Source: an optimization exercise on an open RTL-to-GDS flow (aim: small area and a short achievable clock period). Production flows keep margins and buffers that such runs may drop.
No functional check of the RTL was part of any run shown here.

## flow/design.v (module list and top-level ports; edited modules follow where they fit)
// module mant_mul: 2113 lines
// module FPM: 18 lines
// module FPM_final: 20 lines
module FPM_final (
input clk,
input rst,
input [31 : 0] in1,
input [31 : 0] in2,
output [31 : 0] OUT
);
  // ...
==> flow/run.sh <==
#!/bin/bash
# synth_recipe.tcl (not shown) runs the flow's synth.tcl, then flattens the netlist and writes it again
# the make line also repeats each setting of config.mk as NAME=value (left out here)
make -C /OpenROAD-flow-scripts/flow DESIGN_CONFIG=/design/flow/config.mk WORK_HOME=/design/flow/orfs CLKGATE_MAP_FILE= SYNTH_SCRIPT=/design/flow/synth_recipe.tcl finish
==> flow/config.mk <==
export PLATFORM = sky130hd
export DESIGN_NAME = FPM_final
export DESIGN_NICKNAME = FPM_final
export VERILOG_FILES = /design/flow/design.v
export SDC_FILE = /design/flow/constraint.sdc
export NUM_CORES = 4
export LEC_CHECK = 0
export ABC_AREA = 1
export CAP_MARGIN = 20
export CORE_MARGIN = 2
export CORE_UTILIZATION = 40
export SLEW_MARGIN = 20
==> flow/constraint.sdc <==
create_clock -name core_clock -period 45.0 [get_ports {clk}]
set_input_delay 9.0000 -clock core_clock [delete_from_list [all_inputs] [get_ports {clk}]]
set_output_delay 9.0000 -clock core_clock [all_outputs]
set_load 0.01 [all_outputs]
==> flow_summary.yaml, run 1 <==
global_route:
  use_met3: 0.04553
  met1_usage: 0.3019
  grt_pass1_wl_mm: 80.99
  grt_pass1_vias: 14760
routing:
  wl_per_cell_um: 20.36
  ant_nets: 0
  met1_length_mm: 19.50
  viasPerCell: 5.545
  wl_met2_mm: 23.88
  vias: 13730
sta:
  max_freq_mhz: 97.39
  setup_slack_ns: 34.73
cells_and_area:
  final_common_cell: "inv_1"
  diodes: 0
  nonClockBufferCount: 128
  seq-cell-share: 0.1069
  post-route-util: 0.4459
  fillCellCount: 3997
  final_cell_count_no_fill: 2476
synth:
  syn_area_sq_um: 16470
  yosys_warnings: 1
  synthFlopType: "dfxtp_1"
  synth_top_family_by_area: "adder cells"
  synth_top_area_cell: "fa_1"
  async_reset_ff_frac: 0
  synth-seq-cells: 97
run_status:
  status: "complete, no violations"
critical_path:
  critPathTopFamily: "buffers and inverters"
  cp-startpoint: "out_r[28]"
  reg2reg_from: "B[7]"
  worst-r2r-setup-slack_ns: 36.30
die:
  initial_core_util: 0.4042
placed_design:
  dpl.hpwl_mm: 36.35
  dp.cells: 2460
  placed_cell_area_sq_um: 17820
clock_tree:
  cts_resized: 0
  htreeDepth: 3
==> inputs of run 2 (changes only) <==
==> flow/flow/run.sh (new file) <==
#!/bin/bash
# The standard layout, with plain buffers (buf_2) as the port buffers instead of
# the delay buffers buffer_ports picks by default.
set -euo pipefail
export BUFFER_PORTS_ARGS="-buffer_cell sky130_fd_sc_hd__buf_2"
bash standard.sh > standard_flow.log 2>&1
==> flow/standard.sh (new file) <==
#!/bin/bash
# synth_recipe.tcl (not shown) runs the flow's synth.tcl, then flattens the netlist and writes it again
# the make line also repeats each setting of config.mk as NAME=value (left out here)
make -C /OpenROAD-flow-scripts/flow DESIGN_CONFIG=/design/flow/config.mk WORK_HOME=/design/flow/orfs CLKGATE_MAP_FILE= SYNTH_SCRIPT=/design/flow/synth_recipe.tcl "${@:-finish}"
removed: flow/run.sh
==> flow_summary.yaml, run 2 <==
run_status:
  status: "complete, no violations"
sta:
  fin_crit_ns: 9.858
  fin_setup_tns_ns: 0
  setup_viol: 0
  slew_viol_final: 0
  period_share: 0.2191
  rsz0062_at_grt: "no"
  hold-worst-slack_ns: 0.5324
  worst_pin_slew_ns: 1.041
  setup_slack_ns: 35.14
  fin_worst_skew_ns: 0.02016
  hold_viol_final: 0
  max_freq_mhz: 101.4
  slew-limit-headroom: 0.3041
synth:
  syn_nets: 2355
  seq_area_frac_synth: 0.1179
  async_reset_ff_frac: 0
  synth_top_area_cell: "fa_1"
  synth_edf_count: 0
  synthFlopType: "dfxtp_1"
  syn_area_sq_um: 16470
  synth_top_area_share: 0.3258
  yosys_warnings: 1
  synth_cell_type_count: 50
  synth-seq-cells: 97
  ys_top_cells_by_count: "inv_1, xor2_1, fa_1"
  syn_avg_cell_area_sq_um: 8.537
  yosysMostFrequentCell: "inv_1"
  yosys-top-cells-area: "fa_1, xor2_1, dfxtp_1, o22ai_1, inv_1"
  synthCells: 1929
min_path:
  hold_start: "B[31]"
  hp-class: "register to register"
critical_path:
  critPathCaptureType: "output pin"
  crit_chain: "buf_2"
  cp-startpoint: "out_r[26]"
  cp_max_fo: 1
  critPathBufInv: 1
  reg2reg_from: "B[7]"
  crit_path_max_incr_delay_ns: 0.34
  worst-r2r-setup-slack_ns: 36.25
  critPathTopFamily: "flip-flops"
  crit_arrival_ns: 0.86
  cp.required_ns: 36.00
  cp_slowest_cell: "dfxtp_1"
  path_class: "register to output pin"
  cp-start-kind: "register"
cells_and_area:
  final_common_cell: "inv_1"
  post-route-util: 0.4335
  reg.largest.list: "A: 32 flops, B: 32 flops, out_r: 32 flops"
  drive_gt1_frac: 0.09507
  diodes: 0
  mostFrequentLayoutCells: "inv_1, xor2_1, fa_1"
  syn_to_final_growth_pct: 7.249
  nets: 2367
  fillCellCount: 4035
clock_tree:
  cts_setup_buffers: 0
  path_clk_slew_ns: 0.06
  cts_tree: "done"
  ctsHoldBuffers: 0
  clk_latency_ns: 0.39
  cts_buffer_depth: 2
  numCtsBuffers: 9
  htreeDepth: 3
  cts_resized: 0
  root_buffer: "clkbuf_16"
  cts.sinks: 97
global_route:
  grt_pass1_wl_mm: 79.61
  grt-ovfl-total: 0
  antenna_found_initial: 0
  grt_pass1_vias: 14390
  grt_max_degree: 28
  grt_use_total: 0.2458
placed_design:
  place_congestion: 0.8896
  dpl.hpwl_mm: 36.20
  place.port_buffers: 97
  post-place-ws_ns: 34.90
die:
  dieArea_sq_um: 42810
  num_io_pins: 98
  initial_core_util: 0.4042
  chipWidth_um: 206.9
  fp.dieH_um: 206.9
  rows: 74
  coreArea_sq_um: 40740
routing:
  wl_mm: 50.02
  dr.pass1.iters: 7
  ant_nets: 0
  viasPerCell: 5.510
  vias: 13650
  drt_iter0_markers: 1189
  wl_per_cell_um: 20.18
  drcViolationCount: 0
run:
  drv_cap: 0
-- run 2: logic make-up after synthesis --
kind of cell,after synthesis,share of synthesized area
buffers and inverters,548,0.1273
and+or+nand+nor,279,0.07484
adders and majority gates,360,0.3957
AOI/OAI and AO/OA,365,0.1353
xor gates and xnor gates,280,0.1489
DFF,97,0.1179
-- run 2: worst paths after layout --
check | endpoint | depth (start not counted)
worst max-delay path | OUT[26] | 1
worst min-delay path | out_r[31] | 2
worst max register to register | out_r[29] | 40
worst min register to register | out_r[31] | 2
-- run 2: per-layer routing --
metal | part of all wire | up-vias | wire length, um | track usage
met5 | 0 | - | 0 | 0
met4 | 0.058 | 0 | 2917 | 0.1388
met3 | 0.082 | 161 | 4084 | 0.04443
met2 | 0.47 | 676 | 23440 | 0.4075
met1 | 0.39 | 6742 | 19580 | 0.3019
li1 | - | 6074 | - | -
-- run 2: layout make-up --
| type | instances | area [sq um] | share of cell area |
|---|---|---|---|
| Timing Repair Buffer | 130 | 733.2 | 0.04152 |
| Sequential cell | 97 | 1942 | 0.1100 |
| Inverter | 419 | 1575 | 0.08920 |
| Clock inverter | 7 | 90.09 | 0.005101 |
| Multi-Input combinational cell | 1284 | 12430 | 0.7038 |
| Tap cell | 532 | 665.6 | 0.03769 |
| Clock buffer | 9 | 225.2 | 0.01275 |
-- run 2: worst reg2reg max path, delay by kind of cell, from the launching register on --
kind / cells / cell delay [ns]
AND/OR/NAND/NOR: 18 / 2.01
adder cells (fa/ha/maj): 7 / 2.89
flip-flops: 1 / 0.31
AO/OA/AOI/OAI: 5 / 1.42
buffers and inverters: 9 / 1.82
XOR/XNOR: 1 / 0.21
-- run 2: stage by stage --
step                      instances  area, sq um
after detailed placement       2462        17350
after global routing           2478        17660
after CTS                      2478        17660
after global placement         2462        17350
final                          2478        17660
after floorplan                1929        16470

[afterwards: timing with drivers on the ports]
Ports are ideal in the flow. The routed layouts listed here were re-timed in OpenROAD. Step 1 assumes that a clkbuf_16 drives the clock port and a buf_2 every other input. Step 2 moves the port delays by t, midway between the first and last clock arrival at a register: inputs arrive t later, outputs are due t later. That takes back most of the time a late clock gives input paths. Slacks: ideal / step 1 / step 2; pairs: ideal / step 1.
run	t, ns	setup WS [ns]	worst register clock-pin slew, ns
run 1	0.432	34.732 / 34.679 / 34.601	0.08 / 0.08
run 2	0.437	35.142 / 35.089 / 34.931	0.09 / 0.09
After both steps setup and hold are still met in every run listed. For run 2, which loses most, drivers alone change the setup slack by -0.053 ns; drivers and shift together by -0.211 ns.
